This is an optimization exercise on Yosys and OpenROAD, whose aim is small area, a short achievable clock period and few clock cycles per item, not a production implementation.
RTL that was checked went through simulation tests only; none was proved equivalent to the original.
For runs 2 to 5, only the layout was checked, not whether the RTL still works.
No run shown here takes its clock network from TritonCTS; it comes from the design's own scripts or RTL.
The flow treats the clock pin as an ideal source. Dropping or thinning the clock tree relies on that and would not hold on a real chip.
Power and IR drop assume default switching activity.

<file path="flow/config.mk">
export PLATFORM = sky130hd
export DESIGN_NAME = prng
export DESIGN_NICKNAME = prng
export VERILOG_FILES = /design/flow/design.v
export SDC_FILE = /design/flow/constraint.sdc
export NUM_CORES = 8
export LEC_CHECK = 0
export CAP_MARGIN = 20
export CORE_MARGIN = 2
export CORE_UTILIZATION = 40
export SLEW_MARGIN = 40
</file>
<file path="flow/constraint.sdc">
create_clock -name core_clock -period 9.0 [get_ports {clk}]
set_input_delay 1.8000 -clock core_clock [delete_from_list [all_inputs] [get_ports {clk}]]
set_output_delay 1.8000 -clock core_clock [all_outputs]
set_load 0.01 [all_outputs]
</file>
<file path="flow/design.v">
`timescale 1ns / 1ps
module prng (
	input clk,     
	input rst,   
	input [31:0] seed,
	input start,
	input cont,
	output reg done,
	output [31:0] rand_num
);
localparam B  = 4;                 
localparam NB = (31 + B - 1) / B;  
reg [30:0] acc;    
reg  [2:0] cnt;    
reg  [1:0] nen;    
wire busy = !nen[0];
assign rand_num = {1'b0, acc};
wire [30:0] nen_bits = {{15{nen[1]}}, {16{nen[0]}}};
wire [30:0] b = ~({acc[2:0], acc[30:3]} | nen_bits);
wire [30:0] g = acc & b;    
wire [30:0] p = acc ^ b;    
localparam LB = (B > 8) ? 4 : (B > 4) ? 3 : (B > 2) ? 2 : (B > 1) ? 1 : 0;   
wire [30:0] lg [0:LB];
wire [30:0] lp [0:LB];
wire [30:0] gl = lg[LB];
wire [30:0] pl = lp[LB];
assign lg[0] = g;
assign lp[0] = p;
wire [NB-1:0] bg, bp;
wire [30:0] c;
genvar i, j, k;
generate
	for (k = 0; k < LB; k = k + 1) begin : local_level
		for (i = 0; i < 31; i = i + 1) begin : local_bit
			localparam LO = i - i % B;
			localparam OFF = i % B;
			localparam J = LO + (OFF & ~((2 << k) - 1)) + (1 << k) - 1;
			if ((OFF >> k) & 1) begin : merge
				assign lg[k+1][i] = lg[k][i] | lp[k][i] & lg[k][J];
				assign lp[k+1][i] = lp[k][i] & lp[k][J];
			end else begin : pass
				assign lg[k+1][i] = lg[k][i];
				assign lp[k+1][i] = lp[k][i];
			end
		end
	end
	for (j = 0; j < NB; j = j + 1) begin : block_gp
		localparam TOP = (j * B + B - 1 > 30) ? 30 : j * B + B - 1;
		assign bg[j] = gl[TOP];
		assign bp[j] = pl[TOP];
	end
endgenerate
localparam L = (NB > 16) ? 5 : (NB > 8) ? 4 : (NB > 4) ? 3 : (NB > 2) ? 2 : 1;   
wire [NB-1:0] cg [0:L];
wire [NB-1:0] cp [0:L];
assign cg[0] = bg;
assign cp[0] = bp;
generate
	for (k = 0; k < L; k = k + 1) begin : ring_level
		for (j = 0; j < NB; j = j + 1) begin : ring_block
			localparam J2 = (j + NB - (1 << k) % NB) % NB;
			assign cg[k+1][j] = cg[k][j] | cp[k][j] & cg[k][J2];
			assign cp[k+1][j] = cp[k][j] & cp[k][J2];
		end
	end
	for (i = 0; i < 31; i = i + 1) begin : carry
		localparam BI = i / B;
		localparam BPREV = (BI + NB - 1) % NB;
		if (i % B == 0) begin : first
			assign c[i] = cg[L][BPREV];
		end else begin : next
			assign c[i] = gl[i-1] | pl[i-1] & cg[L][BPREV];
		end
	end
endgenerate
wire [1:0]  keep = ~nen | {2{done}};
wire [30:0] keep_bits = {{15{keep[1]}}, {16{keep[0]}}};
wire [30:0] x = (p & keep_bits) | ({seed[15:0], seed[30:16]} & ~keep_bits);
always @(posedge clk)
	acc <= x ^ c;
always @(posedge clk) begin
	if (rst) begin
		nen  <= 2'b11;
		done <= 1'b0;
		cnt  <= 3'd0;
	end else if (busy) begin
		cnt <= cnt + 3'd1;
		if (cnt == 3'd4)        nen[0] <= 1'b1;
		if (cnt[2])             nen[1] <= 1'b1;
		if (cnt == 3'd4)        done  <= 1'b1;
	end else if (done) begin
		if (!start) done <= 1'b0;
	end else if (start) begin
		nen <= 2'b00;
		cnt <= 3'd0;
	end
end
endmodule
</file>
<file path="flow/flow/run.sh">
#!/bin/bash
# The standard layout (standard.sh) with these changes:
#  - synthesis: ABC maps the logic with flow/abc.script instead of ORFS's
#    abc_speed.script; everything else, registers included, is as in the
#    standard flow;
#  - the port buffers are plain buffers (sky130_fd_sc_hd__buf_1) instead of
#    the cell buffer_ports picks by itself;
#  - after clock tree synthesis, flow/clock_tree.tcl replaces the two-level
#    clock tree with one level of clock buffers;
#  - timing repair aims for 6.35 ns of setup slack.
set -euo pipefail
cp -r "$FLOW_HOME/scripts" scripts
cp flow/abc.script scripts/abc_speed.script
export SCRIPTS_DIR="$PWD/scripts"
export BUFFER_PORTS_ARGS="-buffer_cell sky130_fd_sc_hd__buf_1"
export POST_CTS_TCL="$PWD/flow/clock_tree.tcl"
export SETUP_SLACK_MARGIN=6.35
bash standard.sh > standard.log 2>&1
</file>
<file path="flow/flow/abc.script">
&get -n
&st
&syn2
&dch
&nf -R 20
&put
buffer -c
topo
stime -c
upsize -c
dnsize -c
</file>
<file path="flow/flow/clock_tree.tcl">
# POST_CTS hook: replace the clock tree that clock_tree_synthesis built (a
# root buffer feeding leaf buffers) with a single level of buffers: the clock
# port drives NBUF clock buffers, each driving the clock pins of one group of
# nearby flip-flops. Every flip-flop's clock passes through exactly one
# buffer, so the clock arrives at all of them at about the same time.
set nbuf 4
set cell sky130_fd_sc_hd__clkbuf_8

set block [ord::get_db_block]
set db [ord::get_db]
set clk_net [[$block findBTerm clk] getNet]

# Walk the clock network from the port: buffers to remove, and the clock pins
# of the cells they (or the port) drive.
set bufs {}
set loads {}
set sinks {}
set todo [list $clk_net]
while {[llength $todo] > 0} {
  set net [lindex $todo 0]
  set todo [lrange $todo 1 end]
  foreach it [$net getITerms] {
    if {![$it isInputSignal] && [$it getIoType] ne "INPUT"} { continue }
    set inst [$it getInst]
    set m [[$inst getMaster] getName]
    if {[string match "clkload*" [$inst getName]]} {
      # a dummy load clock_tree_synthesis added to balance its tree
      lappend loads $inst
    } elseif {[string match "sky130_fd_sc_hd__clkbuf_*" $m] || [string match "sky130_fd_sc_hd__buf_*" $m]} {
      lappend bufs $inst
      set onet [[$inst findITerm X] getNet]
      if {$onet ne "NULL"} { lappend todo $onet }
    } else {
      lappend sinks $it
    }
  }
}
puts "clock_tree.tcl: [llength $bufs] clock buffers and [llength $loads] dummy loads removed, [llength $sinks] clock pins"

foreach inst $loads {
  foreach it [$inst getITerms] { if {[$it getNet] ne "NULL"} { $it disconnect } }
  odb::dbInst_destroy $inst
}

foreach inst $bufs {
  set onet [[$inst findITerm X] getNet]
  if {$onet ne "NULL"} {
    foreach it [$onet getITerms] { $it disconnect }
    odb::dbNet_destroy $onet
  }
  [$inst findITerm A] disconnect
  odb::dbInst_destroy $inst
}

# Group the clock pins: split by x into halves, then each half by y.
proc split_by {pts idx n} {
  set pts [lsort -integer -index $idx $pts]
  set per [expr {int(ceil(double([llength $pts]) / $n))}]
  set out {}
  for {set k 0} {$k < $n} {incr k} {
    lappend out [lrange $pts [expr {$k * $per}] [expr {($k + 1) * $per - 1}]]
  }
  return $out
}
set pts {}
foreach it $sinks {
  set loc [[$it getInst] getLocation]
  lappend pts [list [lindex $loc 0] [lindex $loc 1] $it]
}
set groups {}
foreach half [split_by $pts 0 [expr {$nbuf / 2}]] {
  foreach g [split_by $half 1 2] { lappend groups $g }
}

set master [$db findMaster $cell]
set k 0
foreach grp $groups {
  if {[llength $grp] == 0} { continue }
  set sx 0
  set sy 0
  foreach p $grp {
    incr sx [lindex $p 0]
    incr sy [lindex $p 1]
  }
  set b [odb::dbInst_create $block $master clkbuf_leaf_$k]
  set net [odb::dbNet_create $block clknet_leaf_$k]
  $net setSigType CLOCK
  [$b findITerm A] connect $clk_net
  [$b findITerm X] connect $net
  foreach p $grp { [lindex $p 2] connect $net }
  $b setLocation [expr {$sx / [llength $grp]}] [expr {$sy / [llength $grp]}]
  $b setPlacementStatus PLACED
  incr k
}
puts "clock_tree.tcl: $k clock buffers ($cell) inserted"
detailed_placement
check_placement -verbose
</file>
<file path="flow/standard.sh">
#!/bin/bash
# synth_recipe.tcl (not shown) runs the flow's synth.tcl, then flattens the netlist and writes it again
# the make line also repeats each setting of config.mk as NAME=value (left out here)
make -C /OpenROAD-flow-scripts/flow DESIGN_CONFIG=/design/flow/config.mk WORK_HOME=/design/flow/orfs CLKGATE_MAP_FILE= SYNTH_SCRIPT=/design/flow/synth_recipe.tcl "${@:-finish}"
</file>
==> reports/metrics.csv, run 1 <==
metric,value,unit
status,timing/DRC/antenna clean,
drive_gt1_share,13.2,%
timing.final.crit_share,27.7,%
max_cap_violations,0,
p_leak,1.43,nW
start_util,41.7,%
dp.final_hpwl,5.00,mm
path_class,flop to flop,
cpPeakStageDelay,0.42,ns
insertion_delay,0.13,ns
finalClockSkew,0.00736,ns
clock_sinks,37,
max_freq,401,MHz
vias,2409,
yosysWarnings,1,
final_cell_mix,"buf_1 (56), nor2_1 (53), ha_1 (33), dfxtp_1 (30), mux2i_1 (29)",
path_delay_family,compound AO/OA/AOI/OAI gates,
crit_buf_inv,1,
required,9.02,ns
vdd_drop_max,133,uV
slew_violations,0,
clk_pin_slew,0.07,ns
die-area,0.00737,mm2
synth-seq-cells,37,
core,0.00642,mm2
layout_commonest_cell,buf_1,
r2r_slack,6.50,ns
crit_chain,"buf_4, nor2_1, ha_1, a21o_1, a31o_1, a31oi_2, o31ai_2, a31o_2, nand3_2, nand2_2, a21o_1, xnor2_1",
async_flop_share,0,%
cp-start-kind,flop,
synth_flop_cell,dfxtp_1,
finalCriticalPeriod,2.50,ns
core.rowCount,29,
portBuffers,65,
grt_pass1_vias,2281,
grt_max_degree,21,
n_fill_cell,670,
worst_slack,6.50,ns
wl_per_cell,13.9,um
ys_seq_area_share,27.7,%
routed_wl,6.34,mm
overflow,0,
antennaDiodeCount,0,
die_w,85.8,um
worstPathMaxFanout,11,
die_h,85.8,um
rsz0062_at_grt,yes,
io_pins,69,
synth_nets,384,
cpMaxStageDelayCell,dfxtp_4,
antenna_found_initial,0,
place_congestion,0.818,
synth_area,0.00268,mm2
dr.pass1.iters,18,
p_per_area,338,mW/mm2
tightestPinTransition,0.659,ns
synth_cell_type_count,34,
syn2layout_area_growth,17.0,%
relSlewSlack,56.0,%
hold_slack,0.459,ns
setup_viol,0,
synth_edf_count,0,
hp-class,flop to flop,
grt_pass1_wl,10.3,mm
drc,0,
viasPerCell,5.29,
ant_nets,0,
critPathArrivalTime,2.52,ns
drt-initial-drc-count,51,
grt_util_all_layers,17.3,%
avgSynthCellArea,8.50,um2
crit_top_cell,a21o_1,
finalHoldViolCount,0,
fin_setup_tns,0,ns
nNetsFinal,449,
pre_cts_ws,6.05,ns
syn_inst,315,
endpoint_kind,flop,
[logic make-up (layout without fill, tap and decap cells)]
group / Yosys count / count (layout) / share of synthesized area, %
AO/OA/AOI/OAI: 75 / 75 / 18.3
flip-flops: 37 / 37 / 27.7
buffers and inverters: 16 / 79 / 2.52
multiplexers: 29 / 29 / 10.8
XOR/XNOR: 31 / 31 / 10.1
adder cells (fa/ha/maj): 33 / 33 / 15.4
other: 1 / 1 / 0.140
AND/OR/NAND/NOR: 93 / 93 / 15.0
[stage by stage]
step                      power, mW  util [%]  cell area, um2  instances
after floorplan               0.784         -            2680        315
after global placement        0.940      46.5            2980        449
after detailed placement      0.950      46.6            2990        449
after global routing           1.16      48.8            3130        455
final                          1.06      48.8            3130        455
[state kept, by name, summed over array words and instances, names as in the netlist]
name / flops
nen: 2
acc: 31
cnt: 3
done: 1
[metal layers]
layer  up-vias  track usage [%]  part of all wire, %
met1      1105             22.2                   48
met5         -                0                    0
li1       1250                -                    -
met4         0             4.18                 0.80
met2        51             28.8                   47
met3         3             4.72                  4.5
[final timing paths]
path                            cells past startpoint     end  startpoint
worst max-delay path                               12  acc[3]      nen[0]
worst min-delay path                                1  cnt[2]      cnt[2]
worst max register to register                     12  acc[3]      nen[0]
worst min register to register                      1  cnt[2]      cnt[2]
[cell type report]
| type | instances | area (um2) | share of cell area (%) |
|---|---|---|---|
| sequential | 37 | 757 | 24.2 |
| multi-input combinational | 262 | 1930 | 61.4 |
| tap | 77 | 96.3 | 3.07 |
| inverter | 8 | 30.0 | 0.958 |
| buffer | 4 | 55.1 | 1.76 |
| timing repair buffer | 67 | 270 | 8.62 |
[power breakdown]
group / internal [mW] / switching, mW / total [mW] / leakage (nW)
registers: 0.247 / 0.0735 / 0.320 / 0.312
clock network: 0.0405 / 0.0467 / 0.0873 / 0.0288
logic: 0.271 / 0.380 / 0.651 / 1.09
[Yosys cell counts (all sizes together), types with 8 or more instances]
master   n  share of area, %
a21o     8               2.2
a21oi   34               7.2
dfxtp   37                28
ha      33                15
inv      8               1.1
mux2i   29                11
nand2   23               3.4
nor2    54               7.7
o21ai   10               2.0
o31ai    8               2.2
xnor2   18               5.9
xor2    13               4.3
Testbench counts, summed over its fixed seeds: cycles 18,432, items 2,048.
==> run 2, diff against run 1 <==
--- a/flow/design.v
+++ b/flow/design.v
@@ -12,10 +12,10 @@
 localparam NB = (31 + B - 1) / B;  
 reg [30:0] acc;    
 reg  [2:0] cnt;    
-reg  [1:0] nen;    
-wire busy = !nen[0];
+reg        nen;    
+wire busy = !nen;
 assign rand_num = {1'b0, acc};
-wire [30:0] nen_bits = {{15{nen[1]}}, {16{nen[0]}}};
+wire [30:0] nen_bits = {31{nen}};
 wire [30:0] b = ~({acc[2:0], acc[30:3]} | nen_bits);
 wire [30:0] g = acc & b;    
 wire [30:0] p = acc ^ b;    
@@ -73,25 +73,26 @@
 		end
 	end
 endgenerate
-wire [1:0]  keep = ~nen | {2{done}};
-wire [30:0] keep_bits = {{15{keep[1]}}, {16{keep[0]}}};
+wire        keep = ~nen | done;
+wire [30:0] keep_bits = {31{keep}};
 wire [30:0] x = (p & keep_bits) | ({seed[15:0], seed[30:16]} & ~keep_bits);
 always @(posedge clk)
 	acc <= x ^ c;
 always @(posedge clk) begin
 	if (rst) begin
-		nen  <= 2'b11;
+		nen  <= 1'b1;
 		done <= 1'b0;
 		cnt  <= 3'd0;
 	end else if (busy) begin
 		cnt <= cnt + 3'd1;
-		if (cnt == 3'd4)        nen[0] <= 1'b1;
-		if (cnt[2])             nen[1] <= 1'b1;
-		if (cnt == 3'd4)        done  <= 1'b1;
+		if (cnt == 3'd4) begin
+			nen  <= 1'b1;
+			done <= 1'b1;
+		end
 	end else if (done) begin
 		if (!start) done <= 1'b0;
 	end else if (start) begin
-		nen <= 2'b00;
+		nen <= 1'b0;
 		cnt <= 3'd0;
 	end
 end
--- a/flow/flow/run.sh
+++ b/flow/flow/run.sh
@@ -7,12 +7,12 @@
 #    the cell buffer_ports picks by itself;
 #  - after clock tree synthesis, flow/clock_tree.tcl replaces the two-level
 #    clock tree with one level of clock buffers;
-#  - timing repair aims for 6.35 ns of setup slack.
+#  - timing repair aims for 6.3 ns of setup slack.
 set -euo pipefail
 cp -r "$FLOW_HOME/scripts" scripts
 cp flow/abc.script scripts/abc_speed.script
 export SCRIPTS_DIR="$PWD/scripts"
 export BUFFER_PORTS_ARGS="-buffer_cell sky130_fd_sc_hd__buf_1"
 export POST_CTS_TCL="$PWD/flow/clock_tree.tcl"
-export SETUP_SLACK_MARGIN=6.35
+export SETUP_SLACK_MARGIN=6.3
 bash standard.sh > standard.log 2>&1
==> run 2 against run 1 <==
  * Synthesized area is 0.98% lower
  * Combinational power is 11% higher
  * Critical path depth stayed put
  * Sequential share of layout area is 1.9 points lower
  * Cell count is 0.44% lower
  * Fmax is 2.6% lower
  * Clock power hardly changed
  * Synthesized cell count is 3.2% lower
  * Die area is 0.93% lower
  * Design area is 3.7% higher
  * Largest cell class unchanged
==> reports/metrics.csv, run 2 <==
metric,value,unit,change
grt.busiest_layer,met2,,
placed_area,0.00303,mm2,+1.0%
max_cap_violations,0,,unchanged
hold_slack,0.523,ns,+0.0637 ns
dp.final_hpwl,4.99,mm,about the same
avgSynthCellArea,8.70,um2,+2.3%
die_h,85.4,um,-0.47%
p_leak,1.46,nW,+1.9%
startpoint,nen,,
grt_util_all_layers,18.0,%,+0.76 points
largest_reg_flops,31,,unchanged
synth_area,0.00265,mm2,-0.98%
worstHoldPathCells,2,,+1
ys_top_cells_by_count,"nor2_1 (50), dfxtp_1 (36), ha_1 (33)",,
max_freq,390,MHz,-2.6%
netlist.area_leader.share,27.2,%,-0.48 points
grt_pass1_vias,2330,,+2.1%
vias,2399,,-0.42%
core.rowCount,29,,unchanged
synth-seq-cells,36,,-2.7%
viasPerCell,5.30,,about the same
grt_pass1_wl,10.6,mm,+3.5%
vdd_drop_max,144,uV,+8.4%
status,timing/DRC/antenna clean,,
die-area,0.00730,mm2,-0.93%
finalClockSkew,0.00307,ns,-0.00429 ns
p_per_area,345,mW/mm2,+2.1%
insertion_delay,0.13,ns,about the same
yosysWarnings,1,,unchanged
place_congestion,0.804,,-1.8%
clock_sinks,36,,-2.7%
synth_edf_count,0,,unchanged
setup_viol,0,,unchanged
synth_area_leaders,"dfxtp_1 (27%), ha_1 (16%), mux2i_1 (11%), nor2_1 (7.1%), xnor2_1 (6.3%)",,
io_pins,69,,unchanged
regToRegStartpoint,nen,,
start_util,41.5,%,-0.17 points
drt-initial-drc-count,62,,+22%
critPathArrivalTime,2.59,ns,+0.07 ns
wl_per_cell,14.3,um,+3.0%
finish.instance_area,0.00325,mm2,+3.7%
antennaDiodeCount,0,,unchanged
yosysTopAreaCell,dfxtp_1,,
dpl.cell_count,441,,-1.8%
syn_inst,305,,-3.2%
path_class,flop to flop,,
routed_wl,6.50,mm,+2.6%
async_flop_share,0,%,unchanged
ys_seq_area_share,27.2,%,-0.48 points
worst_slack,6.44,ns,-0.0653 ns
grt_max_degree,22,,+4.8%
synth.most_common_cell,nor2_1,,
regMostFlops,acc,,
dr.pass1.iters,4,,-14
nNetsFinal,447,,-0.45%
final_cell_mix,"buf_1 (65), nor2_1 (50), dfxtp_1 (35), ha_1 (33), mux2i_1 (30)",,
whs_endpoint,cnt[0],,
core,0.00639,mm2,-0.57%
rsz0062_at_grt,yes,,
ant_nets,0,,unchanged
cp-start-kind,flop,,
slew_violations,0,,unchanged
clk_pin_slew,0.07,ns,about the same
synth_cell_type_count,34,,unchanged
layout_commonest_cell,buf_1,,
timing.final.crit_share,28.5,%,+0.73 points
reg2reg_depth,12,,unchanged
required,9.03,ns,about the same
globalRouteMet2Util,29.1,%,+0.36 points
synth_nets,374,,-2.6%
syn2layout_area_growth,22.5,%,
endpoint_kind,flop,,
finalCriticalPeriod,2.56,ns,+0.0653 ns
fin_setup_tns,0,ns,unchanged
finalHoldViolCount,0,,unchanged
synth_flop_cell,dfxtp_1,,
r2r_end,acc[19],,
reg.largest.list,"acc (31), cnt (3)",,
r2r_slack,6.44,ns,-0.07 ns
die_w,85.4,um,-0.47%
use_met1,24.1,%,+1.9 points
overflow,0,,unchanged
final_cells,453,,-0.44%
antenna_found_initial,0,,unchanged
drive_gt1_share,14.1,%,+0.87 points
hold_path.startpoint,cnt[0],,
portBuffers,65,,unchanged
use_met3,4.86,%,+0.15 points
drc,0,,unchanged
worstPathMaxFanout,11,,unchanged
pre_cts_ws,5.82,ns,-0.231 ns
hp-class,flop to flop,,
[run 2: how the worst max path moves through the flow]
| stage | to | slack, ns | depth (start not counted) |
|---|---|---|---|
| floorplan | acc[19] | 6.34 | 13 |
| global placement | acc[11] | 5.87 | 11 |
| detailed placement | acc[11] | 5.82 | 11 |
| global route | acc[3] | 6.29 | 12 |
| finish | acc[19] | 6.44 | 12 |
[run 2: cell families (layout without fill, tap and decap cells)]
group | count (synthesis) | after routing | share of synthesized area (%)
other cells | 1 | 1 | 0.141
buf+inv | 16 | 87 | 2.41
fa+ha+maj | 33 | 33 | 15.6
mux | 30 | 30 | 11.3
xor+xnor | 32 | 32 | 10.6
simple gates | 86 | 86 | 14.1
flops | 36 | 36 | 27.2
compound gates | 71 | 71 | 18.7
[run 2: metrics by stage]
step	utilization, %	power [mW]
after floorplan	-	0.810
after global placement	46.5	0.967
after detailed placement	47.4	0.986
after global routing	50.9	1.22
final	50.9	1.12
[run 2: power breakdown]
part | switching [mW] | internal [mW] | leakage, nW
clock | 0.0465 | 0.0405 | 0.0288
sequential | 0.0707 | 0.241 | 0.303
combinational | 0.418 | 0.304 | 1.13
total | 0.535 | 0.585 | 1.46
[run 2: routing by layer]
layer  share of wire [%]  vias to the layer above
met5                   0                        -
li1                    -                     1228
met2                  46                       46
met1                  48                     1121
met4                0.85                        0
met3                 5.0                        4
[run 2: critical path: stages, from the launching register on]
cell     delay (ns)
dfxtp_4        0.43
buf_12         0.15
nor2_1         0.05
ha_1           0.35
a21oi_2        0.21
o21ai_1        0.14
a21oi_2        0.28
o31ai_2        0.12
a31o_4         0.28
nand3_2        0.07
nand2_2        0.06
a21o_1         0.19
xnor2_1        0.11
[run 2: cell type report]
type	count	area, um2
Buffer	4	55.1
Fill cell	636	3140
Inverter	7	26.3
Multi-Input combinational cell	253	1950
Sequential cell	36	724
Tap cell	77	96.3
Timing Repair Buffer	76	397
==> run 3, diff against run 2 <==
--- a/flow/design.v
+++ b/flow/design.v
@@ -8,14 +8,14 @@
 	output reg done,
 	output [31:0] rand_num
 );
-localparam B  = 4;                 
+localparam B  = 2;                 
 localparam NB = (31 + B - 1) / B;  
 reg [30:0] acc;    
 reg  [2:0] cnt;    
-reg        nen;    
-wire busy = !nen;
+reg  [1:0] nen;    
+wire busy = !nen[0];
 assign rand_num = {1'b0, acc};
-wire [30:0] nen_bits = {31{nen}};
+wire [30:0] nen_bits = {{15{nen[1]}}, {16{nen[0]}}};
 wire [30:0] b = ~({acc[2:0], acc[30:3]} | nen_bits);
 wire [30:0] g = acc & b;    
 wire [30:0] p = acc ^ b;    
@@ -26,8 +26,8 @@
 wire [30:0] pl = lp[LB];
 assign lg[0] = g;
 assign lp[0] = p;
-wire [NB-1:0] bg, bp;
-wire [30:0] c;
+wire [NB-1:0] bg, bp;    
+wire [30:0] c;           
 genvar i, j, k;
 generate
 	for (k = 0; k < LB; k = k + 1) begin : local_level
@@ -73,26 +73,25 @@
 		end
 	end
 endgenerate
-wire        keep = ~nen | done;
-wire [30:0] keep_bits = {31{keep}};
+wire [1:0]  keep = ~nen | {2{done}};
+wire [30:0] keep_bits = {{15{keep[1]}}, {16{keep[0]}}};
 wire [30:0] x = (p & keep_bits) | ({seed[15:0], seed[30:16]} & ~keep_bits);
 always @(posedge clk)
 	acc <= x ^ c;
 always @(posedge clk) begin
 	if (rst) begin
-		nen  <= 1'b1;
+		nen  <= 2'b11;
 		done <= 1'b0;
 		cnt  <= 3'd0;
 	end else if (busy) begin
 		cnt <= cnt + 3'd1;
-		if (cnt == 3'd4) begin
-			nen  <= 1'b1;
-			done <= 1'b1;
-		end
+		if (cnt == 3'd4)        nen[0] <= 1'b1;
+		if (cnt[2])             nen[1] <= 1'b1;
+		if (cnt == 3'd4)        done   <= 1'b1;
 	end else if (done) begin
 		if (!start) done <= 1'b0;
 	end else if (start) begin
-		nen <= 1'b0;
+		nen <= 2'b00;
 		cnt <= 3'd0;
 	end
 end
==> flow/flow/run.sh (replaced) <==
#!/bin/bash
# The standard layout (standard.sh, ORFS from synthesis to the final layout)
# with these changes, made through ORFS's own variables and hooks:
#  - synthesis: ABC maps the logic with flow/abc.script (ORFS's speed script
#    cut down, with &nf allowed to trade some delay for area) instead of
#    ORFS's abc_speed.script. The rest of the synthesis, registers included,
#    is the standard one (synth_recipe.tcl and ORFS's synth.tcl, unchanged);
#  - the port buffers that buffer_ports inserts on every input and output are
#    plain sky130_fd_sc_hd__buf_1 instead of the cell it picks by itself;
#  - after clock tree synthesis, flow/clock_tree.tcl replaces the two-level
#    clock tree with one level of four clock buffers;
#  - timing repair aims for 6.3 ns of setup slack (a 2.7 ns period) instead
#    of 0.
# standard.sh writes each ORFS step's log under orfs/logs/; make's own output
# goes to standard.log.
set -euo pipefail
cp -r "$FLOW_HOME/scripts" scripts
cp flow/abc.script scripts/abc_speed.script
export SCRIPTS_DIR="$PWD/scripts"
export BUFFER_PORTS_ARGS="-buffer_cell sky130_fd_sc_hd__buf_1"
export POST_CTS_TCL="$PWD/flow/clock_tree.tcl"
export SETUP_SLACK_MARGIN=6.3
bash standard.sh > standard.log 2>&1
--- a/flow/flow/clock_tree.tcl
+++ b/flow/flow/clock_tree.tcl
@@ -1,8 +1,3 @@
-# POST_CTS hook: replace the clock tree that clock_tree_synthesis built (a
-# root buffer feeding leaf buffers) with a single level of buffers: the clock
-# port drives NBUF clock buffers, each driving the clock pins of one group of
-# nearby flip-flops. Every flip-flop's clock passes through exactly one
-# buffer, so the clock arrives at all of them at about the same time.
 set nbuf 4
 set cell sky130_fd_sc_hd__clkbuf_8
 
==> run 3 against run 2 <==
  * Critical path type is now flop to primary output
  * Clock skew is 0.0063 ns higher
  * Wire length rose by 18%
  * Still clean on timing, DRC and antenna
  * Via count grew 15%
  * Combinational power is 4.9% higher
  * Synthesized cell count rose by 16%
  * Total power increased by 3.7%
  * Sequential share of layout area up 0.15 points
  * Worst hold slack got worse by 0.052 ns
==> reports/metrics.csv, run 3 <==
metric,value,unit,change
max_cap_violations,0,,unchanged
ys_top_cells_by_count,"nor2_1 (67), a21oi_1 (37), dfxtp_1 (37)",,
finish.instance_area,0.00333,mm2,+2.4%
n_fill_cell,770,,+21%
tightestPinTransition,0.637,ns,
clock_sinks,37,,+2.8%
antennaDiodeCount,0,,unchanged
finalCriticalPeriod,2.51,ns,-0.0487 ns
final_cells,514,,+13%
synth_nets,422,,+13%
die-area,0.00801,mm2,+9.7%
cpPeakStageDelay,0.41,ns,-0.02 ns
dr.pass1.iters,4,,unchanged
die_h,89.5,um,+4.8%
synth.most_common_cell,nor2_1,,
worstPathMaxFanout,3,,-8
grt_util_all_layers,20.1,%,+2.1 points
synthXorXnorAreaFrac,9.29,%,-1.3 points
p_sw_share,50.5,%,+2.7 points
wl_per_cell,14.9,um,+4.0%
path_delay_family,flip-flops,,
p_leak,1.36,nW,-6.5%
r2r_slack,6.49,ns,+0.05 ns
max_freq,398,MHz,+1.9%
synth_area,0.00292,mm2,+10%
async_flop_share,0,%,unchanged
drt-initial-drc-count,84,,+35%
finalHoldViolCount,0,,unchanged
regArea,747,um2,+3.1%
grt_pass1_wl,12.6,mm,+18%
grt_max_degree,21,,-4.5%
multi_input_area,0.00213,mm2,+9.3%
highest_layer,met4,,
crit_chain,buf_1,,
combPwrFrac,65.1,%,+0.7 points
timing.final.crit_share,27.9,%,-0.54 points
clockPowerShare,7.4,%,-0.4 points
io_pins,69,,unchanged
synth_top_family_by_area,compound AO/OA/AOI/OAI gates,,
pre_cts_ws,6.16,ns,+0.339 ns
finalPower,1.16,mW,+3.7%
synth_area_leaders,"dfxtp_1 (25%), ha_1 (14%), mux2i_1 (11%), nor2_1 (8.6%), a21oi_1 (6.3%)",,
crit_buf_inv,1,,unchanged
yosysTopAreaCell,dfxtp_1,,
finalClockSkew,0.00936,ns,+0.00628 ns
hold_slack,0.471,ns,-0.0519 ns
die_w,89.5,um,+4.8%
core,0.00718,mm2,+12%
dpl.cell_count,510,,+16%
drive_gt1_share,8.43,%,-5.7 points
path_class,flop to primary output,,
reg.largest.list,"acc (31), cnt (3), nen (2)",,
power.internal,0.575,mW,-1.8%
nNetsFinal,486,,+8.7%
final_util,46.4,%,-4.5 points
place_congestion,0.836,,+4.1%
cp-start-kind,flop,,
synth-compound-area-share,23.1,%,+4.3 points
synth-simple-area-share,15.5,%,+1.4 points
slew_violations,0,,unchanged
rsz0062_at_grt,no,,
ys_seq_area_share,25.3,%,-1.8 points
viasPerCell,5.35,,+0.99%
start_util,40.7,%,-0.79 points
synth_flop_cell,dfxtp_1,,
worst_slack,6.49,ns,+0.0487 ns
avgSynthCellArea,8.28,um2,-4.8%
final_cell_mix,"nor2_1 (67), buf_1 (65), a21oi_1 (37), dfxtp_1 (34), ha_1 (33)",,
status,timing/DRC/antenna clean,,
yosysWarnings,1,,unchanged
drc,0,,unchanged
largest_reg_flops,31,,unchanged
wl_met3,301,um,-7.7%
grt_pass1_vias,2645,,+14%
core.rowCount,31,,+6.9%
insertion_delay,0.14,ns,about the same
ant_nets,0,,unchanged
netlist.area_leader.share,25.3,%,-1.8 points
synth_edf_count,0,,unchanged
syn_inst,353,,+16%
cpMaxStageDelayCell,dfxtp_1,,
vias,2749,,+15%
drt-met1-wl,3.84,mm,+23%
fin_setup_tns,0,ns,unchanged
synth_cell_type_count,29,,-15%
dp.final_hpwl,6.40,mm,+28%
layout_commonest_cell,nor2_1,,
p_sw,0.586,mW,+9.6%
portBuffers,65,,unchanged
routed_wl,7.67,mm,+18%
endpoint_kind,primary output,,
relSlewSlack,57.5,%,
antenna_found_initial,0,,unchanged
vdd_drop_max,130,uV,-9.7%
regMostFlops,acc,,
required,7.20,ns,-1.83 ns
setup_viol,0,,unchanged
synth-seq-cells,37,,+2.8%
routed-wl-met2,3.39,mm,+13%
critPathArrivalTime,0.71,ns,-1.88 ns
pwr-share-seq,27.6,%,-0.2 points
overflow,0,,unchanged
placed_area,0.00327,mm2,+8.0%
synth_adder_area_share,14.1,%,-1.4 points
p_per_area,349,mW/mm2,+1.2%
clk_pin_slew,0.07,ns,about the same
hp-class,flop to flop,,
syn2layout_area_growth,13.8,%,
synthMuxAreaShare,10.6,%,-0.71 points
run 3: cell types whose count changed after synthesis, moves of 4 or more:
cell     previous run  this run
o31ai_1             6        16
nand4_1             6        14
a31o_2              5        13
nor2_1             50        67
a21o_1              7         1
a21oi_1            27        37
xnor2_1            19        15
o21ai_0             0        10
run 3: path summary, 6_finish.rpt:
path,from,end,cells past startpoint
worst max-delay path,acc[2],rand_num[2],1
worst min-delay path,cnt[2],cnt[2],1
worst max register to register,nen[1],acc[17],9
worst min register to register,cnt[2],cnt[2],1
run 3: logic make-up after synthesis:
kind of cell             count (synthesis)
other                                    1
AO/OA/AOI/OAI                           99
XOR/XNOR                                31
AND/OR/NAND/NOR                        108
buffers and inverters                   13
multiplexers                            31
flip-flops                              37
adder cells (fa/ha/maj)                 33
run 3: layout make-up:
type | count | share of cell area (%)
Tap cell | 99 | 3.72
Timing Repair Buffer | 66 | 7.56
Multi-Input combinational cell | 303 | 64.1
Buffer | 4 | 1.65
Inverter | 5 | 0.564
Sequential cell | 37 | 22.4
run 3: routing by layer:
| layer | global-route usage [%] | up-vias |
|---|---|---|
| met5 | 0 | - |
| met4 | 5.97 | 0 |
| met3 | 4.89 | 8 |
| met2 | 30.8 | 50 |
| met1 | 28.0 | 1274 |
| li1 | - | 1417 |
run 3: power groups by stage:
| stage | clock, mW | sequential, mW | combinational, mW |
|---|---|---|---|
| after floorplan | 0 | 0.337 | 0.534 |
| after global placement | 0 | 0.322 | 0.751 |
| after detailed placement | 0 | 0.325 | 0.756 |
| after global routing | 0.0937 | 0.332 | 0.850 |
| final | 0.0854 | 0.320 | 0.756 |
==> run 4, diff against run 3 <==
--- a/flow/design.v
+++ b/flow/design.v
@@ -8,7 +8,7 @@
 	output reg done,
 	output [31:0] rand_num
 );
-localparam B  = 2;                 
+localparam B  = 3;                 
 localparam NB = (31 + B - 1) / B;  
 reg [30:0] acc;    
 reg  [2:0] cnt;    
==> run 4 against run 3 <==
  * Die area down 3.6%
  * Critical path depth rose by 11
  * Core utilization is 4.0 points higher
  * Fmax is 2.3% lower
  * Combinational power shrank 5.8%
  * Worst hold slack better by 0.00062 ns
  * Sequential power hardly changed
  * First-iteration DRC count shrank 13%
  * Wire length fell by 7.2%
  * Register-to-register slack got worse by 0.06 ns
  * Critical endpoint is now acc[26]
==> reports/metrics.csv, run 4 <==
metric,value,unit,change
clk_pin_slew,0.07,ns,about the same
grt_util_all_layers,18.3,%,-1.9 points
final_util,50.4,%,+4.0 points
avgSynthCellArea,8.50,um2,+2.6%
timing.final.crit_share,28.6,%,+0.65 points
rsz0062_at_grt,yes,,
required,9.03,ns,+1.83 ns
io_pins,69,,unchanged
multi_input_area,0.00214,mm2,+0.41%
critPathArrivalTime,2.60,ns,+1.89 ns
clock_sinks,37,,unchanged
max_cap_violations,0,,unchanged
crit_top_cell,a21oi_1,,
cpPeakStageDelay,0.42,ns,about the same
synth_top_family_by_area,compound AO/OA/AOI/OAI gates,,
relSlewSlack,56.9,%,-0.59 points
netlist.area_leader.share,26.3,%,+1.0 points
pre_cts_ws,5.94,ns,-0.221 ns
drive_gt1_share,15.8,%,+7.4 points
p_per_area,326,mW/mm2,-6.5%
synth-simple-area-share,13.7,%,-1.8 points
tightestPinTransition,0.645,ns,+0.00889 ns
dp.final_hpwl,5.48,mm,-14%
antenna_found_initial,0,,unchanged
grt_pass1_wl,11.2,mm,-10%
ys_top_cells_by_count,"nor2_1 (49), dfxtp_1 (37), ha_1 (33)",,
fin_setup_tns,0,ns,unchanged
finalClockSkew,0.00762,ns,-0.00173 ns
slew_violations,0,,unchanged
max_freq,389,MHz,-2.3%
regMostFlops,acc,,
yosysTopAreaCell,dfxtp_1,,
finalCriticalPeriod,2.57,ns,+0.0589 ns
synth_nets,400,,-5.2%
core,0.00679,mm2,-5.3%
syn2layout_area_growth,21.7,%,
synth_adder_area_share,14.7,%,+0.56 points
synth_area,0.00281,mm2,-3.8%
antennaDiodeCount,0,,unchanged
drt-initial-drc-count,73,,-13%
start_util,41.4,%,+0.65 points
worst_slack,6.43,ns,-0.0589 ns
synth_flop_cell,dfxtp_1,,
grt_max_degree,21,,unchanged
vias,2613,,-4.9%
status,timing/DRC/antenna clean,,
ant_nets,0,,unchanged
die_h,87.9,um,-1.8%
insertion_delay,0.14,ns,about the same
async_flop_share,0,%,unchanged
n_fill_cell,701,,-9.0%
place_congestion,0.972,,+16%
final_cells,495,,-3.7%
final_cell_mix,"buf_1 (65), nor2_1 (44), dfxtp_1 (34), ha_1 (33), mux2i_1 (30)",,
regArea,749,um2,+0.34%
setup_viol,0,,unchanged
path_class,flop to flop,,
wl_per_cell,14.4,um,-3.6%
yosysWarnings,1,,unchanged
endpoint_kind,flop,,
die_w,87.9,um,-1.8%
synth.most_common_cell,nor2_1,,
portBuffers,65,,unchanged
drc,0,,unchanged
core.rowCount,30,,-3.2%
viasPerCell,5.28,,-1.3%
ys_seq_area_share,26.3,%,+1.0 points
nNetsFinal,470,,-3.3%
syn_inst,331,,-6.2%
overflow,0,,unchanged
crit_chain,"clkbuf_4, nor2_1, ha_1, a21o_1, a21oi_1, o21bai_1, a21oi_1, o21ai_1, a31oi_2, inv_1, a31o_1, xnor2_1",,
dpl.cell_count,484,,-5.1%
worstPathMaxFanout,10,,+7
synth-compound-area-share,21.5,%,-1.5 points
synth_cell_type_count,34,,+17%
cpMaxStageDelayCell,dfxtp_4,,
synth_edf_count,0,,unchanged
hp-class,flop to flop,,
die-area,0.00772,mm2,-3.6%
layout_commonest_cell,buf_1,,
dr.pass1.iters,4,,unchanged
p_leak,1.51,nW,+11%
vdd_drop_max,138,uV,+6.6%
grt_pass1_vias,2468,,-6.7%
finalHoldViolCount,0,,unchanged
largest_reg_flops,31,,unchanged
cp-start-kind,flop,,
synthXorXnorAreaFrac,9.65,%,+0.37 points
synth_area_leaders,"dfxtp_1 (26%), ha_1 (15%), mux2i_1 (11%), nor2_1 (6.5%), xor2_1 (6.5%)",,
routed_wl,7.12,mm,-7.2%
reg.largest.list,"acc (31), cnt (3), nen (2)",,
synth-seq-cells,37,,unchanged
synthMuxAreaShare,10.7,%,+0.064 points
path_delay_family,compound AO/OA/AOI/OAI gates,,
crit_buf_inv,2,,+1
-- run 4: cell count changes after synthesis, moves of 10 or more --
cell and change:
nand4_1 -14, a21o_1 +10, a31o_2 -13, o21ai_1 +12
nor2_1 -18, o31ai_1 -16
-- run 4: worst paths after layout --
path                              from       to  slack [ns]  depth (start not counted)
worst max-delay path            nen[1]  acc[26]        6.43                         12
worst min-delay path            cnt[2]   cnt[2]        0.47                          1
worst max register to register  nen[1]  acc[26]        6.43                         12
worst min register to register  cnt[2]   cnt[2]        0.47                          1
-- run 4: cell families after synthesis --
family,count (synthesis)
AND/OR/NAND/NOR,86
multiplexers,30
other,1
buffers and inverters,23
adder cells (fa/ha/maj),33
XOR/XNOR,31
AO/OA/AOI/OAI,90
flip-flops,37
-- run 4: final cells by class --
| type | count | area share (%) |
|---|---|---|
| plain buffers | 4 | 1.61 |
| inverters | 15 | 1.65 |
| multi-input cells | 271 | 62.6 |
| flip-flops and latches | 37 | 21.9 |
| well taps | 96 | 3.51 |
| repair buffers | 72 | 8.78 |
-- run 4: stage by stage --
step	hold WS, ns	total power [mW]	instance area (um2)
after global placement	0.441	0.955	3140
final	0.471	1.12	3420
after global routing	0.508	1.22	3420
after detailed placement	0.460	0.966	3150
after floorplan	0.423	0.791	2810
-- run 4: report_power, final --
part | internal [mW] | switching, mW
combinational | 0.276 | 0.436
clock | 0.0405 | 0.0459
sequential | 0.245 | 0.0734
-- run 4: metal layers --
metal	track usage [%]	vias up	share of wire, %
li1	-	1327	-
met1	25.1	1204	48
met2	28.2	63	45
met3	3.20	19	4.6
met4	7.55	0	2.7
met5	0	-	0
==> run 5, diff against run 4 <==
--- a/flow/design.v
+++ b/flow/design.v
@@ -8,7 +8,7 @@
 	output reg done,
 	output [31:0] rand_num
 );
-localparam B  = 3;                 
+localparam B  = 8;                 
 localparam NB = (31 + B - 1) / B;  
 reg [30:0] acc;    
 reg  [2:0] cnt;    
==> run 5 against run 4 <==
  * Sequential power barely moved
  * Synthesized cell count fell by 12%
  * Die area fell by 6.5%
  * Total power rose by 4.4%
  * Via count fell by 9.5%
  * Highest routed layer unchanged
  * Cell count fell by 7.5%
  * Global-route usage fell by 1.1 points
  * Sequential cell count did not move
==> reports/metrics.csv, run 5 <==
metric,value,unit,change
synth_cell_type_count,37,,+8.8%
regMostFlops,acc,,
synth_flop_cell,dfxtp_1,,
tightestPinTransition,0.647,ns,+0.00112 ns
worstPathMaxFanout,8,,-2
insertion_delay,0.13,ns,about the same
ant_nets,0,,unchanged
dr.pass1.iters,4,,unchanged
rsz0062_at_grt,yes,,
ys_seq_area_share,28.2,%,+1.9 points
syn2layout_area_growth,31.2,%,
fin_setup_tns,0,ns,unchanged
portBuffers,65,,unchanged
synth-seq-cells,37,,unchanged
final_cell_mix,"buf_1 (65), nor2_1 (39), dfxtp_1 (34), ha_1 (32), mux2i_1 (31)",,
grt_pass1_vias,2171,,-12%
finalClockSkew,0.00505,ns,-0.00258 ns
endpoint_kind,flop,,
grt_max_degree,18,,-14%
antennaDiodeCount,0,,unchanged
wl_per_cell,14.5,um,+1.1%
grt_pass1_wl,10.1,mm,-10%
relSlewSlack,56.8,%,-0.075 points
die-area,0.00722,mm2,-6.5%
layout_commonest_cell,buf_1,,
finalCriticalPeriod,2.63,ns,+0.0579 ns
drt-initial-drc-count,35,,-52%
status,timing/DRC/antenna clean,,
die_h,85.0,um,-3.3%
place_congestion,0.804,,-17%
yosysTopAreaCell,dfxtp_1,,
ys_top_cells_by_count,"nor2_1 (42), dfxtp_1 (37), ha_1 (33)",,
synth.most_common_cell,nor2_1,,
synth_area,0.00262,mm2,-6.8%
required,9.03,ns,about the same
routed_wl,6.66,mm,-6.5%
dp.final_hpwl,4.54,mm,-17%
antenna_found_initial,0,,unchanged
critPathArrivalTime,2.66,ns,+0.06 ns
start_util,41.3,%,-0.099 points
clock_sinks,37,,unchanged
hold_slack,0.462,ns,-0.00955 ns
synth_nets,361,,-9.8%
core,0.00635,mm2,-6.5%
nNetsFinal,452,,-3.8%
netlist.area_leader.share,28.2,%,+1.9 points
clk_pin_slew,0.07,ns,about the same
viasPerCell,5.16,,-2.2%
reg.largest.list,"acc (31), cnt (3), nen (2)",,
max_freq,380,MHz,-2.2%
p_leak,1.56,nW,+3.4%
syn_inst,292,,-12%
finalHoldViolCount,0,,unchanged
grt_util_all_layers,17.1,%,-1.1 points
hp-class,flop to flop,,
synth_area_leaders,"dfxtp_1 (28%), ha_1 (16%), mux2i_1 (12%), nor2_1 (6.0%), xor2_1 (5.7%)",,
setup_viol,0,,unchanged
drc,0,,unchanged
io_pins,69,,unchanged
max_cap_violations,0,,unchanged
cp-start-kind,flop,,
drive_gt1_share,21.3,%,+5.5 points
synth_edf_count,0,,unchanged
vias,2365,,-9.5%
timing.final.crit_share,29.2,%,+0.64 points
largest_reg_flops,31,,unchanged
vdd_drop_max,195,uV,+41%
avgSynthCellArea,8.98,um2,+5.7%
die_w,85.0,um,-3.3%
async_flop_share,0,%,unchanged
core.rowCount,29,,-3.3%
overflow,0,,unchanged
p_per_area,339,mW/mm2,+3.8%
slew_violations,0,,unchanged
path_class,flop to flop,,
yosysWarnings,1,,unchanged
==> run 5: cell count changes after synthesis, moves of 5 or more <==
cell / change
a31o_1: -6
o21ai_0: +5
nor2_1: -7
nand3_1: -5
nand4_1: +5
o21ai_1: -13
a21oi_1: -5
==> run 5: cells by family after synthesis <==
group / count (synthesis) / synth area share (%)
other: 1 / 0.143
XOR/XNOR: 31 / 10.4
AO/OA/AOI/OAI: 65 / 18.5
adder cells (fa/ha/maj): 33 / 15.7
flip-flops: 37 / 28.2
AND/OR/NAND/NOR: 74 / 12.1
buffers and inverters: 20 / 3.10
multiplexers: 31 / 11.8
==> run 5: final timing paths <==
| check | from | end | slack (ns) | cells after the start |
|---|---|---|---|---|
| setup / recovery | nen[1] | acc[5] | 6.37 | 12 |
| hold reg to reg | cnt[2] | cnt[2] | 0.46 | 1 |
| hold / removal | cnt[2] | cnt[2] | 0.46 | 1 |
| setup reg to reg | nen[1] | acc[5] | 6.37 | 12 |
==> run 5: area by class of cell <==
type                    instances  area [um2]
plain buffers                   4        55.1
fillers                       627        2910
inverters                      12        45.0
multi-input cells             235        2030
flip-flops and latches         37         749
well taps                      77        96.3
repair buffers                 93         465
==> run 5: per-layer routing <==
metal  track usage (%)  share of wire (%)
met5                 0                  0
met1              23.9                 46
met3              4.38                4.5
met2              26.8                 49
met4              3.46               0.98
==> run 5: report_power, final <==
part           switching (mW)  internal [mW]
Clock                  0.0470         0.0405
Combinational           0.416          0.341
Sequential             0.0766          0.245
==> run 5: stage by stage <==
stage	utilization [%]	cells	area [um2]	power [mW]	worst slack, ns
2_1_floorplan	-	292	2630	0.753	6.31
3_5_place_dp	46.3	426	2940	0.908	5.88
3_3_place_gp	46.2	426	2930	0.899	5.87
6_report	54.2	458	3440	1.17	6.37
5_1_grt	54.2	458	3440	1.26	6.23
==> run 5: worst max-delay path: stages, from the launching register on <==
cell	delay (ns)
dfxtp_4	0.42
buf_4	0.13
nor2_1	0.04
ha_1	0.35
a21oi_2	0.17
o21ai_2	0.09
a221oi_2	0.31
buf_4	0.16
o21ai_2	0.07
a31o_4	0.25
a21o_1	0.22
a21o_1	0.19
xnor2_1	0.12
==> run 6, diff against run 5 <==
--- a/flow/design.v
+++ b/flow/design.v
@@ -8,7 +8,7 @@
 	output reg done,
 	output [31:0] rand_num
 );
-localparam B  = 8;                 
+localparam B  = 4;                 
 localparam NB = (31 + B - 1) / B;  
 reg [30:0] acc;    
 reg  [2:0] cnt;    
--- a/flow/flow/run.sh
+++ b/flow/flow/run.sh
@@ -19,5 +19,5 @@
 export SCRIPTS_DIR="$PWD/scripts"
 export BUFFER_PORTS_ARGS="-buffer_cell sky130_fd_sc_hd__buf_1"
 export POST_CTS_TCL="$PWD/flow/clock_tree.tcl"
-export SETUP_SLACK_MARGIN=6.3
+export SETUP_SLACK_MARGIN=0
 bash standard.sh > standard.log 2>&1
==> run 6 against run 5 <==
  * Worst hold slack gained 0.0097 ns
  * Clock skew grew 0.0053 ns
  * Via count grew 1.2%
  * Critical path depth shrank 1
  * Synthesized area grew 2.1%
  * Total power shrank 12%
  * Wire length shrank 7.0%
  * First-iteration DRC count grew 57%
  * Largest cell class unchanged
==> reports/metrics.csv, run 6 <==
metric,value,unit,change
antenna_found_initial,0,,unchanged
reg.largest.list,"acc (31), cnt (3), nen (2)",,
nNetsFinal,447,,-1.1%
io_pins,69,,unchanged
viasPerCell,5.28,,+2.3%
syn2layout_area_growth,13.8,%,
drive_gt1_share,6.38,%,-15 points
path_class,flop to flop,,
syn_inst,315,,+7.9%
start_util,41.7,%,+0.41 points
status,timing/DRC/antenna clean,,
async_flop_share,0,%,unchanged
insertion_delay,0.14,ns,about the same
die_h,85.8,um,+1.0%
worstPathMaxFanout,20,,+12
die-area,0.00737,mm2,+2.0%
overflow,0,,unchanged
synth.most_common_cell,nor2_1,,
ys_top_cells_by_count,"nor2_1 (53), dfxtp_1 (37), ha_1 (33)",,
ys_seq_area_share,27.7,%,-0.59 points
finalClockSkew,0.0104,ns,+0.00531 ns
worstHoldPathCells,1,,unchanged
grt_pass1_vias,2212,,+1.9%
finalHoldViolCount,0,,unchanged
max_cap_violations,0,,unchanged
drc,0,,unchanged
die_w,85.8,um,+1.0%
final_cell_mix,"buf_1 (65), nor2_1 (53), dfxtp_1 (37), ha_1 (33), mux2i_1 (29)",,
yosysTopAreaCell,dfxtp_1,,
avgSynthCellArea,8.50,um2,-5.3%
routed_wl,6.19,mm,-7.0%
synth-seq-cells,37,,unchanged
clk_pin_slew,0.07,ns,about the same
core,0.00642,mm2,+1.1%
max_freq,337,MHz,-11%
setup_viol,0,,unchanged
grt_pass1_wl,10.2,mm,+0.82%
finalCriticalPeriod,2.97,ns,+0.336 ns
place_congestion,0.807,,+0.45%
drt-initial-drc-count,55,,+57%
hp-class,flop to flop,,
hold_slack,0.471,ns,+0.00974 ns
vias,2394,,+1.2%
r2r_end,acc[14],,
r2r_slack,6.03,ns,-0.34 ns
portBuffers,65,,unchanged
synth_cell_type_count,34,,-8.1%
synth_area,0.00268,mm2,+2.1%
netlist.area_leader.share,27.7,%,-0.59 points
synth_area_leaders,"dfxtp_1 (28%), ha_1 (15%), mux2i_1 (11%), nor2_1 (7.4%), xnor2_1 (5.9%)",,
p_leak,1.39,nW,-11%
timing.final.crit_share,32.9,%,+3.7 points
dp.final_hpwl,5.05,mm,+11%
startpoint,nen[0],,
tightestPinTransition,0.678,ns,+0.0313 ns
p_per_area,338,mW/mm2,-0.15%
ant_nets,0,,unchanged
slew_violations,0,,unchanged
grt_util_all_layers,17.3,%,+0.21 points
largest_reg_flops,31,,unchanged
antennaDiodeCount,0,,unchanged
yosysWarnings,1,,unchanged
rsz0062_at_grt,no,,
dr.pass1.iters,21,,+17
layout_commonest_cell,buf_1,,
reg2reg_depth,11,,-1
regMostFlops,acc,,
synth_flop_cell,dfxtp_1,,
relSlewSlack,54.7,%,-2.0 points
synth_nets,384,,+6.4%
wl_per_cell,13.7,um,-5.9%
synth_edf_count,0,,unchanged
core.rowCount,29,,unchanged
regToRegStartpoint,nen[0],,
crit_path_end,acc[14],,
critPathArrivalTime,2.99,ns,+0.33 ns
grt_max_degree,21,,+3
required,9.03,ns,about the same
vdd_drop_max,145,uV,-25%
cp-start-kind,flop,,
fin_setup_tns,0,ns,unchanged
clock_sinks,37,,unchanged
endpoint_kind,flop,,
[run 6: kinds of logic after synthesis]
family,count (synthesis),share of synthesized area [%]
buffers and inverters,16,2.52
AND/OR/NAND/NOR,93,15.0
flip-flops,37,27.7
multiplexers,29,10.8
other,1,0.140
XOR/XNOR,31,10.1
AO/OA/AOI/OAI,75,18.3
adder cells (fa/ha/maj),33,15.4
[run 6: critical path, stage by stage (launching register included)]
cell	delay, ns
dfxtp_1	0.75
nor2_1	0.15
ha_1	0.37
a21oi_1	0.21
o21ai_1	0.13
a21oi_1	0.25
o31ai_1	0.13
a31oi_1	0.30
nor2b_1	0.09
nor2_1	0.23
o21bai_1	0.11
xnor2_1	0.13
[run 6: metrics by stage]
| stage | setup WS [ns] | util [%] | total power [mW] | instances | instance area (um2) |
|---|---|---|---|---|---|
| after global routing | 5.79 | 47.5 | 1.14 | 453 | 3050 |
| final | 6.03 | 47.5 | 1.03 | 453 | 3050 |
| after floorplan | 6.27 | - | 0.784 | 315 | 2680 |
| after global placement | 6.08 | 46.5 | 0.939 | 449 | 2980 |
| after detailed placement | 6.04 | 46.6 | 0.952 | 449 | 2990 |
[run 6: worst min-delay path by stage]
stage	slack, ns	startpoint	end
after floorplan	0.42	cnt[2]	cnt[2]
after global placement	0.45	cnt[2]	cnt[2]
after detailed placement	0.46	cnt[2]	cnt[2]
after global routing	0.49	cnt[2]	cnt[2]
final	0.47	cnt[2]	cnt[2]
[run 6: power by group]
part / switching (mW) / internal [mW]
combinational: 0.368 / 0.257
sequential: 0.0743 / 0.245
clock: 0.0467 / 0.0405
total: 0.489 / 0.542
[run 6: layout make-up]
class / count / area, um2
Sequential cell: 37 / 741
Tap cell: 77 / 96.3
Timing Repair Buffer: 65 / 244
Inverter: 8 / 30.0
Fill cell: 688 / 3370
Multi-Input combinational cell: 262 / 1880
Buffer: 4 / 55.1
[run 6: per-layer routing]
metal / GRT usage, % / up-vias / wire length [um]
met5: 0 / - / 0
met4: 3.75 / 0 / 44
met3: 4.52 / 2 / 262
met2: 28.6 / 48 / 2920
met1: 22.9 / 1100 / 2970
li1: - / 1244 / -
Testbench counts of run 6, summed over its fixed seeds: cycles 18,432, items 2,048.
==> run 7, diff against run 6 <==
--- a/flow/flow/run.sh
+++ b/flow/flow/run.sh
@@ -19,5 +19,5 @@
 export SCRIPTS_DIR="$PWD/scripts"
 export BUFFER_PORTS_ARGS="-buffer_cell sky130_fd_sc_hd__buf_1"
 export POST_CTS_TCL="$PWD/flow/clock_tree.tcl"
-export SETUP_SLACK_MARGIN=0
+export SETUP_SLACK_MARGIN=6.0
 bash standard.sh > standard.log 2>&1
==> run 7 against run 6 <==
  * Critical path depth did not move
  * Combinational power is essentially flat
  * Wire length unchanged
  * Sequential cell count did not move
  * Worst hold slack unchanged
  * Via count unchanged
  * Total power is essentially flat
==> reports/metrics.csv, run 7 <==
metric,value,unit,change
ys_top_cells_by_count,"nor2_1 (53), dfxtp_1 (37), ha_1 (33)",,
yosysWarnings,1,,unchanged
antenna_found_initial,0,,unchanged
cp-start-kind,flop,,
regToRegStartpoint,nen[0],,
finalCriticalPeriod,2.71,ns,-0.252 ns
grt_max_degree,21,,unchanged
die-area,0.00737,mm2,unchanged
max_freq,368,MHz,+9.3%
required,9.03,ns,about the same
wl_per_cell,13.7,um,unchanged
path_delay_family,compound AO/OA/AOI/OAI gates,,
overflow,0,,unchanged
nNetsFinal,447,,unchanged
synth_area_leaders,"dfxtp_1 (28%), ha_1 (15%), mux2i_1 (11%), nor2_1 (7.4%), xnor2_1 (5.9%)",,
dr.pass1.iters,21,,unchanged
grt_pass1_vias,2212,,unchanged
final_cell_mix,"buf_1 (65), nor2_1 (53), dfxtp_1 (35), ha_1 (33), mux2i_1 (29)",,
viasPerCell,5.28,,unchanged
clock_sinks,37,,unchanged
slew_violations,0,,unchanged
cpMaxStageDelayCell,dfxtp_2,,
die_h,85.8,um,unchanged
relSlewSlack,56.9,%,+2.2 points
setup_viol,0,,unchanged
hold_slack,0.471,ns,unchanged
tightestPinTransition,0.645,ns,-0.0332 ns
rsz0062_at_grt,no,,
syn2layout_area_growth,13.9,%,about the same
synth_flop_cell,dfxtp_1,,
synth_nets,384,,unchanged
status,timing/DRC/antenna clean,,
path_class,flop to flop,,
fin_setup_tns,0,ns,unchanged
p_leak,1.39,nW,about the same
p_per_area,338,mW/mm2,about the same
critPathArrivalTime,2.74,ns,-0.25 ns
drive_gt1_share,6.91,%,+0.53 points
clk_pin_slew,0.07,ns,about the same
vdd_drop_max,145,uV,about the same
antennaDiodeCount,0,,unchanged
start_util,41.7,%,unchanged
portBuffers,65,,unchanged
placed_area,0.00299,mm2,unchanged
ant_nets,0,,unchanged
dp.final_hpwl,5.05,mm,unchanged
yosysTopAreaCell,dfxtp_1,,
timing.final.crit_share,30.2,%,-2.8 points
cpPeakStageDelay,0.55,ns,-0.20 ns
routed_wl,6.19,mm,unchanged
finish.instance_area,0.00305,mm2,about the same
crit_chain,"nor2_1, ha_1, a21oi_1, o21ai_1, a21oi_1, o31ai_1, a31oi_1, nor2b_1, nor2_1, o21bai_1, xnor2_1",,
grt_pass1_wl,10.2,mm,unchanged
hp-class,flop to flop,,
largest_reg_flops,31,,unchanged
io_pins,69,,unchanged
layout_commonest_cell,buf_1,,
max_cap_violations,0,,unchanged
hold_path.startpoint,cnt[2],,
synth_edf_count,0,,unchanged
worstPathMaxFanout,20,,unchanged
grt_util_all_layers,17.3,%,unchanged
finalHoldViolCount,0,,unchanged
final_util,47.5,%,about the same
insertion_delay,0.14,ns,about the same
avgSynthCellArea,8.50,um2,unchanged
syn_inst,315,,unchanged
netlist.area_leader.share,27.7,%,unchanged
crit_buf_inv,0,,unchanged
async_flop_share,0,%,unchanged
vias,2394,,unchanged
drc,0,,unchanged
die_w,85.8,um,unchanged
ys_seq_area_share,27.7,%,unchanged
endpoint_kind,flop,,
reg.largest.list,"acc (31), cnt (3), nen (2)",,
core.rowCount,29,,unchanged
drt-initial-drc-count,55,,unchanged
synth_cell_type_count,34,,unchanged
regMostFlops,acc,,
synth_area,0.00268,mm2,unchanged
startpoint,nen[0],,
finalClockSkew,0.0104,ns,unchanged
core,0.00642,mm2,unchanged
synth-seq-cells,37,,unchanged
place_congestion,0.807,,unchanged
synth.most_common_cell,nor2_1,,
-- run 7: cell type report --
type                    count  area (um2)
fillers                   688        3370
multi-input cells         262        1880
flip-flops and latches     37         743
repair buffers             65         244
well taps                  77        96.3
plain buffers               4        55.1
inverters                   8        30.0
-- run 7: path summary, 6_finish.rpt --
kind,cells after the start,end,slack (ns)
worst max register to register,11,acc[14],6.29
worst max-delay path,11,acc[14],6.29
worst min register to register,1,cnt[2],0.47
worst min-delay path,1,cnt[2],0.47
-- run 7: metrics by stage --
stage               instances  worst slack (ns)  power [mW]
floorplan                 315              6.27       0.784
global placement          449              6.08       0.939
detailed placement        449              6.04       0.952
global route              453              6.06        1.14
finish                    453              6.29        1.03
-- run 7: routing by layer --
layer	vias up	wire [um]	global-route usage [%]
li1	1244	-	-
met1	1100	2970	22.9
met2	48	2920	28.6
met3	2	262	4.52
met4	0	44	3.75
met5	-	0	0
-- run 7: logic make-up (layout without fill, tap and decap cells) --
logic type                 after synthesis  in the layout  share of synthesized area, %
and+or+nand+nor                         93             93                          15.0
AOI/OAI and AO/OA                       75             75                          18.3
DFF                                     37             37                          27.7
adders and majority gates               33             33                          15.4
xor gates and xnor gates                31             31                          10.1
muxes                                   29             29                          10.8
buffers and inverters                   16             77                          2.52
other                                    1              1                         0.140
-- run 7: power by group --
part / total (mW) / switching [mW] / internal [mW]
combinational: 0.625 / 0.368 / 0.257
clock: 0.0873 / 0.0467 / 0.0405
sequential: 0.319 / 0.0743 / 0.245
==> run 8, diff against run 7 <==
--- a/flow/flow/run.sh
+++ b/flow/flow/run.sh
@@ -19,5 +19,5 @@
 export SCRIPTS_DIR="$PWD/scripts"
 export BUFFER_PORTS_ARGS="-buffer_cell sky130_fd_sc_hd__buf_1"
 export POST_CTS_TCL="$PWD/flow/clock_tree.tcl"
-export SETUP_SLACK_MARGIN=6.0
+export SETUP_SLACK_MARGIN=6.2
 bash standard.sh > standard.log 2>&1
==> run 8 against run 7 <==
  * Highest routed layer unchanged
  * Worst setup slack better by 0.11 ns
  * Design area is 0.16% higher
  * Largest cell class unchanged
  * Sequential share of layout area rose by 0.12 points
  * Wire length about the same
  * Cell count is the same
  * Largest power group unchanged
  * First-iteration DRC count unchanged
  * Still clean on timing, DRC and antenna
  * Synthesized cell count is the same
  * Sequential power about the same
  * Critical path type is now flop to primary output
==> reports/metrics.csv, run 8 <==
metric,value,unit,change
async_flop_share,0,%,unchanged
core.rowCount,29,,unchanged
timing.final.crit_share,28.9,%,-1.2 points
p_sw_share,47.4,%,about the same
critPathArrivalTime,0.80,ns,-1.94 ns
p_per_area,338,mW/mm2,-0.16%
synth_nets,384,,unchanged
dpl.cell_count,449,,unchanged
io_pins,69,,unchanged
grt_pass1_vias,2212,,unchanged
wl_per_cell,13.7,um,about the same
core,0.00642,mm2,unchanged
p_sw,0.489,mW,about the same
use_met1,22.9,%,unchanged
grt_max_degree,21,,unchanged
n_fill_cell,686,,-0.29%
ant_nets,0,,unchanged
crit_chain,buf_1,,
crit_buf_inv,1,,+1
overflow,0,,unchanged
synth_area_leaders,"dfxtp_1 (28%), ha_1 (15%), mux2i_1 (11%), nor2_1 (7.4%), xnor2_1 (5.9%)",,
placed_area,0.00299,mm2,unchanged
finish.instance_area,0.00306,mm2,+0.16%
vdd_drop_max,145,uV,about the same
start_util,41.7,%,unchanged
nNetsFinal,447,,unchanged
grt.busiest_layer,met2,,
synth_cell_type_count,34,,unchanged
cpMaxStageDelayCell,dfxtp_1,,
synth_area,0.00268,mm2,unchanged
combPwrFrac,60.6,%,about the same
fin_setup_tns,0,ns,unchanged
use_met3,4.52,%,unchanged
antennaDiodeCount,0,,unchanged
finalHoldViolCount,0,,unchanged
ys_seq_area_share,27.7,%,unchanged
synth-seq-cells,37,,unchanged
dp.final_hpwl,5.05,mm,unchanged
finalCriticalPeriod,2.60,ns,-0.110 ns
ys_top_cells_by_count,"nor2_1 (53), dfxtp_1 (37), ha_1 (33)",,
drc,0,,unchanged
die-area,0.00737,mm2,unchanged
tightestPinTransition,0.645,ns,+0.000236 ns
finalClockSkew,0.0103,ns,-0.0000364 ns
die_w,85.8,um,unchanged
synth_edf_count,0,,unchanged
syn2layout_area_growth,14.1,%,
setup_viol,0,,unchanged
routed_wl,6.20,mm,about the same
grt_util_all_layers,17.3,%,unchanged
largest_reg_flops,31,,unchanged
globalRouteMet2Util,28.6,%,unchanged
max_cap_violations,0,,unchanged
worstPathMaxFanout,5,,-75%
drive_gt1_share,6.91,%,unchanged
relSlewSlack,56.9,%,about the same
insertion_delay,0.14,ns,about the same
avgSynthCellArea,8.50,um2,unchanged
vias,2394,,unchanged
endpoint_kind,primary output,,
multi_input_area,0.00188,mm2,unchanged
power.internal,0.542,mW,about the same
drt-initial-drc-count,55,,unchanged
rsz0062_at_grt,yes,,
layout_commonest_cell,buf_1,,
portBuffers,65,,unchanged
p_leak,1.39,nW,about the same
antenna_found_initial,0,,unchanged
reg.largest.list,"acc (31), cnt (3), nen (2)",,
required,7.20,ns,-1.83 ns
netlist.area_leader.share,27.7,%,unchanged
path_class,flop to primary output,,
pwr-share-seq,30.9,%,about the same
clockPowerShare,8.5,%,about the same
finalPower,1.03,mW,about the same
place_congestion,0.807,,unchanged
hp-class,flop to flop,,
path_delay_family,flip-flops,,
cpPeakStageDelay,0.48,ns,-0.07 ns
status,timing/DRC/antenna clean,,
grt_pass1_wl,10.2,mm,unchanged
dr.pass1.iters,21,,unchanged
clk_pin_slew,0.08,ns,about the same
viasPerCell,5.28,,unchanged
regArea,748,um2,+0.67%
cp-start-kind,flop,,
synth_flop_cell,dfxtp_1,,
final_util,47.6,%,+0.078 points
max_freq,384,MHz,+4.2%
synth.most_common_cell,nor2_1,,
final_cell_mix,"buf_1 (65), nor2_1 (53), dfxtp_1 (35), ha_1 (33), mux2i_1 (29)",,
syn_inst,315,,unchanged
final_cells,453,,unchanged
clock_sinks,37,,unchanged
slew_violations,0,,unchanged
die_h,85.8,um,unchanged
yosysTopAreaCell,dfxtp_1,,
yosysWarnings,1,,unchanged
regMostFlops,acc,,
==> run 8: cell types whose count changed in the layout (fill, tap and decap cells not counted) <==
cell | previous run | this run
dfxtp_2 | 2 | 0
dfxtp_4 | 0 | 2
==> run 8: cells by family (layout without fill, tap and decap cells) <==
kind of cell	count (synthesis)	in the layout	synth area share, %
other	1	1	0.140
DFF	37	37	27.7
xor gates and xnor gates	31	31	10.1
AOI/OAI and AO/OA	75	75	18.3
adders and majority gates	33	33	15.4
buffers and inverters	16	77	2.52
muxes	29	29	10.8
and+or+nand+nor	93	93	15.0
==> run 8: path summary, 6_finish.rpt <==
| path | startpoint | endpoint | slack (ns) | cells after the start |
|---|---|---|---|---|
| worst max-delay path | done | done | 6.40 | 1 |
| worst min-delay path | cnt[2] | cnt[2] | 0.47 | 1 |
| worst max register to register | nen[0] | acc[14] | 6.40 | 11 |
| worst min register to register | cnt[2] | cnt[2] | 0.47 | 1 |
==> run 8: cell type report <==
| cell class | instances | share of cell area (%) |
|---|---|---|
| sequential | 37 | 24.5 |
| inverter | 8 | 0.982 |
| buffer | 4 | 1.80 |
| multi-input combinational | 262 | 61.6 |
| timing repair buffer | 65 | 7.98 |
| tap | 77 | 3.15 |
==> run 8: stage by stage <==
stage          setup slack [ns]  hold WS (ns)
2_1_floorplan              6.27         0.423
5_1_grt                    6.19         0.491
6_report                   6.40         0.471
3_5_place_dp               6.04         0.456
3_3_place_gp               6.08         0.445
==> run 8: power groups by stage <==
stage / logic (mW) / clock network [mW] / registers [mW]
2_1_floorplan: 0.448 / 0 / 0.336
3_3_place_gp: 0.617 / 0 / 0.322
3_5_place_dp: 0.628 / 0 / 0.324
5_1_grt: 0.707 / 0.0979 / 0.331
6_report: 0.626 / 0.0872 / 0.319
==> run 8: layer usage <==
| metal | up-vias | part of all wire, % |
|---|---|---|
| met5 | - | 0 |
| met4 | 0 | 0.71 |
| met3 | 2 | 4.1 |
| met2 | 44 | 47 |
| met1 | 1103 | 48 |
| li1 | 1245 | - |

## re-timing with driven ports
The flow's constraints put no driver on any port. The routed layouts listed below were extracted and timed again, unchanged, in two steps. Step 1, drivers: a clkbuf_16 drives clk and a buf_2 each remaining input, both assumed. Step 2 adds t to the input delays and takes it off the output delays; t is the mean of the earliest and latest rising clock arrival at the registers after step 1. Input paths then give back, and output paths get back, about the clock's delay inside the block. Slacks: ideal / step 1 / step 2; pairs: ideal / step 1.
| run | t, ns | setup WS [ns] | worst setup path after step 2 | cell pins on the clock port's net |
|---|---|---|---|---|
| run 1 | 0.190 | 6.504 / 6.462 / 6.504 | register to register | 4 |
| run 2 | 0.194 | 6.439 / 6.413 / 6.432 | input to register | 4 |
| run 3 | 0.195 | 6.488 / 6.424 / 6.489 | register to register | 4 |
| run 4 | 0.194 | 6.429 / 6.429 / 6.429 | register to register | 4 |
| run 5 | 0.193 | 6.371 / 6.371 / 6.371 | register to register | 4 |
| run 6 | 0.191 | 6.035 / 6.035 / 6.035 | register to register | 4 |
| run 7 | 0.191 | 6.286 / 6.286 / 6.286 | register to register | 4 |
| run 8 | 0.190 | 6.396 / 6.338 / 6.402 | register to register | 4 |
After both steps every run listed still meets setup and hold. For run 2, which loses most, drivers alone change the setup slack by -0.026 ns; drivers and shift together by -0.007 ns.
